What follows belongs to an exercise in optimizing a design on an open flow for small area and a short achievable clock period; a production flow would make more cautious choices.
In this exercise RTL edits were held to simulation tests only and were not proved equivalent to the original.

==> design/flow/config.mk <==
export PLATFORM = sky130hd
export DESIGN_NAME = fp32_mul
export DESIGN_NICKNAME = fp32_mul
export VERILOG_FILES = /design/flow/design.v
export SDC_FILE = /design/flow/constraint.sdc
export NUM_CORES = 4
export LEC_CHECK = 0
export CAP_MARGIN = 20
export CORE_MARGIN = 2
export CORE_UTILIZATION = 40
export SLEW_MARGIN = 20
==> design/flow/constraint.sdc <==
create_clock -name core_clock -period 10.0 [get_ports {clk}]
set_input_delay 2.0000 -clock core_clock [delete_from_list [all_inputs] [get_ports {clk}]]
set_output_delay 2.0000 -clock core_clock [all_outputs]
set_load 0.01 [all_outputs]
==> design/flow/run.sh <==
#!/bin/bash
# synth_recipe.tcl (not shown) runs the flow's synth.tcl, then flattens the netlist and writes it again
# the make line also repeats each setting of config.mk as NAME=value (left out here)
make -C /OpenROAD-flow-scripts/flow DESIGN_CONFIG=/design/flow/config.mk WORK_HOME=/design/flow/orfs CLKGATE_MAP_FILE= SYNTH_SCRIPT=/design/flow/synth_recipe.tcl finish
==> design/flow/design.v <==
module fp32_mul (
    input wire          clk         ,
    input wire          rst_n       ,
    input wire [31:0]   a           ,        
    input wire [31:0]   b           ,        
    input wire          in_valid    ,        
    output reg          out_valid   ,        
    output reg [31:0]   result               
);
    localparam TOT_BITS = 32;
    localparam EXP_BITS = 8;
    localparam MAN_BITS = 23;
    localparam MAN_STT = 0;
    localparam MAN_END = MAN_BITS-1;
    localparam EXP_STT = MAN_BITS;
    localparam EXP_END = TOT_BITS - 2;
    localparam SGN_BIT = TOT_BITS -1;
    localparam FP_BIAS = 127;
    localparam [EXP_BITS-1:0] EXP_ZERO    = {EXP_BITS{1'b0}};  
    localparam [EXP_BITS-1:0] EXP_INF_NAN = {EXP_BITS{1'b1}};  
    localparam [MAN_BITS-1:0] MAN_ZERO    = {MAN_BITS{1'b0}};
    wire a_sign, b_sign;
    wire [EXP_BITS-1:0] a_exp, b_exp;
    wire [MAN_BITS-1:0] a_mant, b_mant;
    wire a_is_zero, b_is_zero;
    wire a_is_inf, b_is_inf;
    wire a_is_nan, b_is_nan;    
    assign a_sign = a[SGN_BIT];
    assign b_sign = b[SGN_BIT];
    assign a_exp  = a[EXP_END:EXP_STT];
    assign b_exp  = b[EXP_END:EXP_STT];
    assign a_mant = a[MAN_END:MAN_STT];
    assign b_mant = b[MAN_END:MAN_STT];
    assign a_is_zero = (a_exp == 8'h00) && (a_mant == 23'h000000);   
    assign b_is_zero = (b_exp == 8'h00) && (b_mant == 23'h000000);   
    assign a_is_inf  = (a_exp == 8'hff && a_mant == 23'h0);          
    assign b_is_inf  = (b_exp == 8'hff && b_mant == 23'h0);          
    assign a_is_nan  = (a_exp == 8'hff && a_mant != 23'h0);          
    assign b_is_nan  = (b_exp == 8'hff && b_mant != 23'h0);          
    wire a_is_subnormal, b_is_subnormal;
    assign a_is_subnormal = (a_exp == 8'h00 && a_mant != 23'h0);  
    assign b_is_subnormal = (b_exp == 8'h00 && b_mant != 23'h0);  
    wire [23:0] a_mant_std, b_mant_std;
    wire a_std_leading_bit, b_std_leading_bit;
    assign a_std_leading_bit = (a_exp == 8'h00) ? 1'b0 : 1'b1;
    assign b_std_leading_bit = (b_exp == 8'h00) ? 1'b0 : 1'b1;
    assign a_mant_std = {a_std_leading_bit, a_mant};
    assign b_mant_std = {b_std_leading_bit, b_mant};
    reg s1_in_valid_reg;
    reg s1_a_sign_reg, s1_b_sign_reg;
    reg [EXP_BITS-1:0] s1_a_exp_reg, s1_b_exp_reg;
    reg [MAN_BITS:0] s1_a_mant_std_reg, s1_b_mant_std_reg;  
    reg s1_a_is_zero_reg, s1_b_is_zero_reg;
    reg s1_a_is_inf_reg,  s1_b_is_inf_reg;
    reg s1_a_is_nan_reg,  s1_b_is_nan_reg;
    reg s1_a_is_subnormal_reg, s1_b_is_subnormal_reg;
    reg s2_in_valid_reg;
    reg s2_res_sign_reg;
    reg signed [EXP_BITS+3:0] s2_res_exp_provisional_reg;   
    reg [2*MAN_BITS+1:0] s2_prod_mant_reg;
    reg s2_is_special_case_reg;
    reg [TOT_BITS-1:0] s2_special_result_word_reg;
    always @(posedge clk or negedge rst_n) begin
        if (!rst_n) begin
            s1_in_valid_reg <= 1'b0;
            s1_a_sign_reg <= 1'b0; s1_b_sign_reg <= 1'b0;
            s1_a_exp_reg <= {EXP_BITS{1'b0}}; s1_b_exp_reg <= {EXP_BITS{1'b0}};
            s1_a_mant_std_reg <= {(MAN_BITS+1){1'b0}}; s1_b_mant_std_reg <= {(MAN_BITS+1){1'b0}};
            s1_a_is_zero_reg <= 1'b0; s1_b_is_zero_reg <= 1'b0;
            s1_a_is_inf_reg <= 1'b0;  s1_b_is_inf_reg <= 1'b0;
            s1_a_is_nan_reg <= 1'b0;  s1_b_is_nan_reg <= 1'b0;
            s1_a_is_subnormal_reg <= 1'b0; s1_b_is_subnormal_reg <= 1'b0;
        end else begin
            s1_in_valid_reg <= in_valid;
            if (in_valid) begin
                s1_a_sign_reg <= a_sign; s1_b_sign_reg <= b_sign;
                s1_a_exp_reg <= a_exp; s1_b_exp_reg <= b_exp;
                s1_a_mant_std_reg <= a_mant_std; s1_b_mant_std_reg <= b_mant_std;
                s1_a_is_zero_reg <= a_is_zero; s1_b_is_zero_reg <= b_is_zero;
                s1_a_is_inf_reg <= a_is_inf;  s1_b_is_inf_reg <= b_is_inf;
                s1_a_is_nan_reg <= a_is_nan;  s1_b_is_nan_reg <= b_is_nan;
                s1_a_is_subnormal_reg <= a_is_subnormal; s1_b_is_subnormal_reg <= b_is_subnormal;
            end
        end
    end
    wire s2_res_sign_comb;
    wire signed [EXP_BITS+3:0] s2_res_exp_provisional_comb;   
    wire [2*MAN_BITS+1:0] s2_prod_mant_comb;
    wire s2_is_special_case_comb;
    wire [TOT_BITS-1:0] s2_special_result_word_comb;
    wire [EXP_BITS-1:0] eff_a_exp_s1, eff_b_exp_s1;
    assign eff_a_exp_s1 = s1_a_is_subnormal_reg ? 8'd1 : s1_a_exp_reg;
    assign eff_b_exp_s1 = s1_b_is_subnormal_reg ? 8'd1 : s1_b_exp_reg;
    assign s2_res_sign_comb = s1_a_sign_reg ^ s1_b_sign_reg;
    assign s2_res_exp_provisional_comb = $signed({3'b000, eff_a_exp_s1}) + $signed({3'b000, eff_b_exp_s1}) - $signed({3'b000, FP_BIAS});
    assign s2_prod_mant_comb = s1_a_mant_std_reg * s1_b_mant_std_reg;  
    wire s2_res_is_nan, s2_res_is_inf, s2_res_is_zero;
    wire s2_res_is_overflow;
    wire s2_res_is_underflow;
    assign s2_res_is_overflow = (s2_res_exp_provisional_comb > $signed({3'b000, EXP_INF_NAN}));
    assign s2_res_is_underflow = (s2_res_exp_provisional_comb <= -126) || 
                                ((s2_res_exp_provisional_comb == -125) && 
                                 (s1_a_exp_reg == 8'd1) && (s1_b_exp_reg == 8'd1));
    assign s2_res_is_zero = (s1_a_is_zero_reg || s1_b_is_zero_reg || 
                            (s1_a_is_subnormal_reg && s1_b_is_subnormal_reg)) && 
                            !s2_res_is_nan && !s2_res_is_inf;
    assign s2_res_is_nan = s1_a_is_nan_reg || s1_b_is_nan_reg ||
                           (s1_a_is_inf_reg && s1_b_is_zero_reg) ||
                           (s1_b_is_inf_reg && s1_a_is_zero_reg);
    assign s2_res_is_inf = ((s1_a_is_inf_reg || s1_b_is_inf_reg) && !s2_res_is_nan) || s2_res_is_overflow;
    assign s2_is_special_case_comb = s2_res_is_nan || s2_res_is_inf || s2_res_is_zero || s2_res_is_underflow;
    localparam [MAN_END:MAN_STT] QNAN_MANTISSA = (1'b1 << (MAN_BITS-1));
    assign s2_special_result_word_comb =
        s2_res_is_nan  ? {1'b0, EXP_INF_NAN, QNAN_MANTISSA} :  
        s2_res_is_inf  ? {s2_res_sign_comb, EXP_INF_NAN, MAN_ZERO} :
        (s2_res_is_zero || s2_res_is_underflow) ? {s2_res_sign_comb, EXP_ZERO, MAN_ZERO} :
                         32'b0;  
    always @(posedge clk or negedge rst_n) begin
        if (!rst_n) begin
            s2_in_valid_reg <= 1'b0;
            s2_res_sign_reg <= 1'b0;
            s2_res_exp_provisional_reg <= {(EXP_BITS+4){1'b0}};
            s2_prod_mant_reg <= {(2*MAN_BITS+2){1'b0}};
            s2_is_special_case_reg <= 1'b0;
            s2_special_result_word_reg <= {TOT_BITS{1'b0}};
        end else begin
            s2_in_valid_reg <= s1_in_valid_reg;
            if (s1_in_valid_reg) begin
                s2_res_sign_reg <= s2_res_sign_comb;
                s2_res_exp_provisional_reg <= s2_res_exp_provisional_comb;
                s2_prod_mant_reg <= s2_prod_mant_comb;
                s2_is_special_case_reg <= s2_is_special_case_comb;
                s2_special_result_word_reg <= s2_special_result_word_comb;
            end
        end
    end
    wire [TOT_BITS-1:0] result_comb;
    reg signed [EXP_BITS+3:0] norm_exp;  
    reg [2*MAN_BITS+1:0]      norm_mant_shifted;  
    reg [MAN_BITS-1:0]        final_mant;
    reg [EXP_BITS-1:0]        final_exp;
    reg                       norm_prod_is_zero;
    reg signed [EXP_BITS+3:0] exp_after_norm_shift;  
    reg [2*MAN_BITS+1:0]      mant_after_norm_shift;
    reg [5:0]                 left_shift_amount;  
    always @(*) begin
        {exp_after_norm_shift, mant_after_norm_shift, left_shift_amount} = '0;
        norm_exp = s2_res_exp_provisional_reg;
        norm_mant_shifted = s2_prod_mant_reg;
        norm_prod_is_zero = (s2_prod_mant_reg == 0);  
        if (norm_mant_shifted[2*MAN_BITS+1]) begin  
            exp_after_norm_shift = norm_exp + 1;
            mant_after_norm_shift = norm_mant_shifted >> 1;
        end else begin
            exp_after_norm_shift = norm_exp;
            mant_after_norm_shift = norm_mant_shifted;
        end
        if (!norm_prod_is_zero) begin  
            if (mant_after_norm_shift[2*MAN_BITS]) begin  
                left_shift_amount = 6'd0;
            end else if (mant_after_norm_shift[2*MAN_BITS-1]) begin  
                left_shift_amount = 6'd1;
            end else if (mant_after_norm_shift[2*MAN_BITS-2]) begin  
                left_shift_amount = 6'd2;
            end else if (mant_after_norm_shift[2*MAN_BITS-3]) begin  
                left_shift_amount = 6'd3;
            end else if (mant_after_norm_shift[2*MAN_BITS-4]) begin  
                left_shift_amount = 6'd4;
            end else if (mant_after_norm_shift[2*MAN_BITS-5]) begin  
                left_shift_amount = 6'd5;
            end else if (mant_after_norm_shift[2*MAN_BITS-6]) begin  
                left_shift_amount = 6'd6;
            end else if (mant_after_norm_shift[2*MAN_BITS-7]) begin  
                left_shift_amount = 6'd7;
            end else if (mant_after_norm_shift[2*MAN_BITS-8]) begin  
                left_shift_amount = 6'd8;
            end else if (mant_after_norm_shift[2*MAN_BITS-9]) begin  
                left_shift_amount = 6'd9;
            end else if (mant_after_norm_shift[2*MAN_BITS-10]) begin  
                left_shift_amount = 6'd10;
            end else if (mant_after_norm_shift[2*MAN_BITS-11]) begin  
                left_shift_amount = 6'd11;
            end else if (mant_after_norm_shift[2*MAN_BITS-12]) begin  
                left_shift_amount = 6'd12;
            end else if (mant_after_norm_shift[2*MAN_BITS-13]) begin  
                left_shift_amount = 6'd13;
            end else if (mant_after_norm_shift[2*MAN_BITS-14]) begin  
                left_shift_amount = 6'd14;
            end else if (mant_after_norm_shift[2*MAN_BITS-15]) begin  
                left_shift_amount = 6'd15;
            end else if (mant_after_norm_shift[2*MAN_BITS-16]) begin  
                left_shift_amount = 6'd16;
            end else if (mant_after_norm_shift[2*MAN_BITS-17]) begin  
                left_shift_amount = 6'd17;
            end else if (mant_after_norm_shift[2*MAN_BITS-18]) begin  
                left_shift_amount = 6'd18;
            end else if (mant_after_norm_shift[2*MAN_BITS-19]) begin  
                left_shift_amount = 6'd19;
            end else if (mant_after_norm_shift[2*MAN_BITS-20]) begin  
                left_shift_amount = 6'd20;
            end else if (mant_after_norm_shift[2*MAN_BITS-21]) begin  
                left_shift_amount = 6'd21;
            end else if (mant_after_norm_shift[2*MAN_BITS-22]) begin  
                left_shift_amount = 6'd22;
            end else if (mant_after_norm_shift[2*MAN_BITS-23]) begin  
                left_shift_amount = 6'd23;
            end else if (mant_after_norm_shift[2*MAN_BITS-24]) begin  
                left_shift_amount = 6'd24;
            end else if (mant_after_norm_shift[2*MAN_BITS-25]) begin  
                left_shift_amount = 6'd25;
            end else if (mant_after_norm_shift[2*MAN_BITS-26]) begin  
                left_shift_amount = 6'd26;
            end else if (mant_after_norm_shift[2*MAN_BITS-27]) begin  
                left_shift_amount = 6'd27;
            end else if (mant_after_norm_shift[2*MAN_BITS-28]) begin  
                left_shift_amount = 6'd28;
            end else if (mant_after_norm_shift[2*MAN_BITS-29]) begin  
                left_shift_amount = 6'd29;
            end else if (mant_after_norm_shift[2*MAN_BITS-30]) begin  
                left_shift_amount = 6'd30;
            end else if (mant_after_norm_shift[2*MAN_BITS-31]) begin  
                left_shift_amount = 6'd31;
            end else if (mant_after_norm_shift[2*MAN_BITS-32]) begin  
                left_shift_amount = 6'd32;
            end else if (mant_after_norm_shift[2*MAN_BITS-33]) begin  
                left_shift_amount = 6'd33;
            end else if (mant_after_norm_shift[2*MAN_BITS-34]) begin  
                left_shift_amount = 6'd34;
            end else if (mant_after_norm_shift[2*MAN_BITS-35]) begin  
                left_shift_amount = 6'd35;
            end else if (mant_after_norm_shift[2*MAN_BITS-36]) begin  
                left_shift_amount = 6'd36;
            end else if (mant_after_norm_shift[2*MAN_BITS-37]) begin  
                left_shift_amount = 6'd37;
            end else if (mant_after_norm_shift[2*MAN_BITS-38]) begin  
                left_shift_amount = 6'd38;
            end else if (mant_after_norm_shift[2*MAN_BITS-39]) begin  
                left_shift_amount = 6'd39;
            end else if (mant_after_norm_shift[2*MAN_BITS-40]) begin  
                left_shift_amount = 6'd40;
            end else if (mant_after_norm_shift[2*MAN_BITS-41]) begin  
                left_shift_amount = 6'd41;
            end else if (mant_after_norm_shift[2*MAN_BITS-42]) begin  
                left_shift_amount = 6'd42;
            end else if (mant_after_norm_shift[2*MAN_BITS-43]) begin  
                left_shift_amount = 6'd43;
            end else if (mant_after_norm_shift[2*MAN_BITS-44]) begin  
                left_shift_amount = 6'd44;
            end else if (mant_after_norm_shift[2*MAN_BITS-45]) begin  
                left_shift_amount = 6'd45;
            end else if (mant_after_norm_shift[2*MAN_BITS-46]) begin  
                left_shift_amount = 6'd46;
            end else begin  
                left_shift_amount = (2*MAN_BITS)+1;  
            end
        end
        if (left_shift_amount > 0 && left_shift_amount <= (2*MAN_BITS)+1) begin
            exp_after_norm_shift = exp_after_norm_shift - left_shift_amount;
            mant_after_norm_shift = mant_after_norm_shift << left_shift_amount;
        end
    end
    wire [MAN_BITS-1:0] unrounded_fraction = mant_after_norm_shift[(2*MAN_BITS)-1 : (2*MAN_BITS)-MAN_BITS];  
    wire guard_bit  = mant_after_norm_shift[(2*MAN_BITS)-MAN_BITS-1];  
    wire round_bit  = mant_after_norm_shift[(2*MAN_BITS)-MAN_BITS-2];  
    wire sticky_bit = |(mant_after_norm_shift[(2*MAN_BITS)-MAN_BITS-3 : 0]);  
    wire lsb_of_unrounded = unrounded_fraction[0];
    wire round_increment = guard_bit && ( (round_bit || sticky_bit) || (!(round_bit || sticky_bit) && lsb_of_unrounded) );
    wire [MAN_BITS:0] rounded_fraction_sum = {1'b0, unrounded_fraction} + round_increment;
    always @(*) begin
        final_exp = exp_after_norm_shift[EXP_BITS-1:0];  
        final_mant = rounded_fraction_sum[MAN_BITS-1:0];  
        if (exp_after_norm_shift <= 0) begin  
            final_exp = EXP_ZERO;
            final_mant = MAN_ZERO;
        end
        else if (norm_prod_is_zero || (left_shift_amount > (2*MAN_BITS))) begin
            final_exp = EXP_ZERO;
            final_mant = MAN_ZERO;
        end
        else if (exp_after_norm_shift >= $signed({4'b0000, EXP_INF_NAN})) begin  
            final_exp = EXP_INF_NAN;
            final_mant = MAN_ZERO;
        end
        else begin
            if (rounded_fraction_sum[MAN_BITS]) begin  
                final_exp = final_exp + 1;
                if (final_exp >= EXP_INF_NAN) begin
                    final_exp = EXP_INF_NAN;
                    final_mant = MAN_ZERO;
                end
            end
        end
    end
    assign result_comb = s2_is_special_case_reg ? s2_special_result_word_reg :
                         {s2_res_sign_reg, final_exp, final_mant};
    always @(posedge clk or negedge rst_n) begin
        if (!rst_n) begin
            out_valid <= 1'b0;
            result <= {TOT_BITS{1'b0}};
        end else begin
            out_valid <= s2_in_valid_reg;  
            if (s2_in_valid_reg) begin
                result <= result_comb;
            end
        end
    end
endmodule
==> results.json <==
{
  "design.die.area_um2": 84520,
  "cts_resized": 0,
  "clock.fmax_ghz": 0.1105,
  "drt_iter0_drc": 2547,
  "postSynthAreaPerCell_um2": 8.746,
  "design.portCount": 100,
  "synthSimpleGateAreaFrac_pct": 18.52,
  "endpoint_kind": "register",
  "routabilityCongestion": 0.9708,
  "core_um2": 81720,
  "synth_xor_area_share_pct": 2.237,
  "rsz0062_at_grt": "false",
  "syn_area_um2": 32890,
  "synth_fp_nets": 4511,
  "grt_max_degree": 143,
  "stdcell_count": 4802,
  "yosysSeqAreaShare_pct": 13.09,
  "synth_top_area_cell": "fa_1",
  "grt_pass1_wl_mm": 164.2,
  "yosys_warnings": 1,
  "syn_inst": 3760,
  "path_class": "reg2reg",
  "synthArstFlopShare_pct": 100.0,
  "start_util_pct": 40.24,
  "finalHoldViolCount": 0,
  "ys_seq_elements": 172,
  "fin_worst_skew_ns": 0.01329,
  "grt_pass1_vias": 27526,
  "ys_types": 109,
  "cp_slowest_cell": "dfrtp_1",
  "overflow": 0,
  "setup_tns_ns": 0,
  "port_buffers": 99,
  "core.rowCount": 105,
  "cts.path.max_buffers": 2,
  "dr.pass1.iters": 6,
  "synthFlopType": "dfrtp_1",
  "die_w_um": 290.7,
  "drc": 0,
  "via_per_inst": 5.641,
  "drv_cap": 0,
  "synth_top_family_by_area": "adder cells",
  "totalWireLength_mm": 102.4,
  "wl_per_cell_um": 21.32,
  "clock_sinks": 172,
  "yosysTopAreaCellShare_pct": 29.46,
  "drive_above_1_share_pct": 8.253,
  "die_y_um": 290.7,
  "cp.required_ns": 10.37,
  "cp_max_fo": 25,
  "vias": 27089,
  "cts_hold_buf": 0,
  "r2r_slack_ns": 0.95,
  "antenna_found_initial": 2,
  "largest_register_ffs": 48,
  "post_cts_buffers": 0,
  "outcome": "finished clean",
  "ys_top_cells_by_area": "fa_1, dfrtp_1, ha_1",
  "setup_violations": 0,
  "slew_viol_final": 0,
  "layout_min_cycle_time_ns": 9.047,
  "ant_nets": 0,
  "grt_usage_pct": 24.69,
  "n_antenna_cell": 0,
  "cp_data_arrival_time_ns": 9.41,
  "clock-root-buffer": "clkbuf_16",
  "synth_fa_ha_area_share_pct": 37.07,
  "cts_tree": "yes",
  "synth_enable_flop_cells": 0,
  "syn2layout_area_growth_pct": 7.457,
  "slowest_delay_ns": 0.98,
  "synth_compound_area_share_pct": 11.78,
  "fin_nets": 4470,
  "relSlewSlack_pct": 24.12,
  "multi_input_area_um2": 25410,
  "worst_pin_slew_ns": 1.138,
  "synthMuxAreaShare_pct": 7.564,
  "htreeDepth": 4,
  "cts_buffers": 17,
  "hold_path.class": "reg2reg",
  "hpwl_mm": 80.43,
  "path_clk_slew_ns": 0.08,
  "clk_latency_ns": 0.49,
  "regArea_um2": 4309,
  "placed_area_um2": 34710,
  "period_share_pct": 90.47,
  "n_fill_cell": 8105,
  "path_common_cell": "fa_1",
  "final_cell_area_um2": 35340,
  "dpl.cell_count": 4770,
  "crit_path_start_kind": "register"
}
## Yosys cell counts (39+ instances only)
| master | number |
|---|---|
| dfrtp_1 | 172 |
| o22ai_1 | 72 |
| and2_1 | 201 |
| nor2_1 | 148 |
| mux2_2 | 123 |
| nor4_1 | 39 |
| nor3_1 | 80 |
| o21ai_0 | 74 |
| nand2_1 | 539 |
| mux2i_1 | 90 |
| fa_1 | 484 |
| clkbuf_1 | 162 |
| nor2b_1 | 44 |
| inv_1 | 566 |
| xnor2_1 | 47 |
| a21oi_1 | 124 |
| ha_1 | 200 |
## metal layers
metal / routed length [um] / track usage, % / up-vias
li1: - / - / 12253
met1: 47270 / 35.42 / 13661
met2: 45850 / 38.79 / 1032
met3: 6797 / 3.610 / 143
met4: 2440 / 6.887 / 0
met5: 0 / 0 / -
## per-stage QoR
step / setup WS, ns / util (%) / hold WS, ns
3_5_place_dp: 1.034 / 42.48 / 0.4772
4_1_cts: 1.002 / 43.24 / 0.4959
3_3_place_gp: 1.167 / 42.48 / 0.4726
2_1_floorplan: 2.028 / - / 0.3646
5_1_grt: 0.5224 / 43.24 / 0.5329
6_report: 0.9530 / 43.24 / 0.4875
## logic make-up (layout without fill, tap and decap cells)
kind of cell | Yosys count | in the layout
XOR/XNOR | 84 | 84
adder cells (fa/ha/maj) | 684 | 684
AND/OR/NAND/NOR | 1241 | 1241
multiplexers | 227 | 227
flip-flops | 172 | 172
buffers and inverters | 796 | 768
AO/OA/AOI/OAI | 556 | 556
## critical path, delay by kind of cell (launching register included)
family,cells,cell delay (ns)
fa+ha+maj,8,3.87
buf+inv,5,0.26
flops,1,0.98
compound gates,10,2.32
xor+xnor,1,0.12
simple gates,4,1.10
mux,1,0.26
## worst paths after layout
| path | from | end | depth (start not counted) |
|---|---|---|---|
| setup / recovery | s1_b_mant_std_reg[9] | s2_prod_mant_reg[47] | 29 |
| min in group asynchronous | rst_n | result[4] | 1 |
| hold / removal | s2_special_result_word_reg[31] | s2_special_result_word_reg[31] | 2 |
| setup reg to reg | s1_b_mant_std_reg[9] | s2_prod_mant_reg[47] | 29 |
| hold reg to reg | s2_special_result_word_reg[31] | s2_special_result_word_reg[31] | 2 |
| max in group asynchronous | rst_n | s1_b_mant_std_reg[21] | 2 |
## layout by cell type, fill, tap and decap left out, types with 8 or more instances in the layout
cell type / n
or3_1: 17
inv_1: 566
a21oi_1: 123
nor2_1: 148
a22oi_1: 24
and3_1: 14
nor3_2: 8
nand3_1: 38
a221oi_1: 12
nor3_1: 80
mux2_2: 123
nand2b_1: 21
fa_1: 484
clkbuf_16: 17
o31ai_1: 13
and2_1: 201
o211ai_1: 17
a31oi_1: 15
xor2_1: 37
clkdlybuf4s50_1: 97
nand4_1: 30
nand2_1: 539
o21a_1: 14
dfrtp_1: 170
buf_4: 69
nor2b_1: 44
a211oi_1: 22
o21ai_0: 74
nor4_1: 38
a22oi_2: 9
ha_1: 200
and4_1: 9
o221ai_1: 9
a21o_1: 36
o22ai_1: 72
a32oi_1: 14
mux2i_1: 90
xnor2_1: 47
## layout make-up
cell class	count	share of cell area (%)
Clock buffer	17	1.204
Clock inverter	15	0.5559
Inverter	568	6.055
Multi-Input combinational cell	2792	71.89
Sequential cell	172	12.19
Tap cell	1070	3.789
Timing Repair Buffer	168	4.309

[afterwards: timing with drivers on the ports]
The results above use ideal ports. As a check the final layout listed here was re-extracted and re-timed, cells and wires unchanged.
Step 1: set_driving_cell puts a clkbuf_16 on clk and a buf_2 on each other input, an assumption about the parent block.
Step 2 adds t to the input delays and takes it off the output delays; t is the mean of the earliest and latest rising clock arrival at the registers after step 1. Input paths then give back, and output paths get back, about the clock's delay inside the block.
Three values: no drivers, after step 1, after step 2; two values: the first two.
t, ns: 0.548
setup slack, ns: 0.953 / 0.953 / 0.953
cell pins on the clock port's net: 1
After both steps setup and hold are still met in this run. For this run, drivers alone change the setup slack by 0.000 ns; drivers and shift together by 0.000 ns.
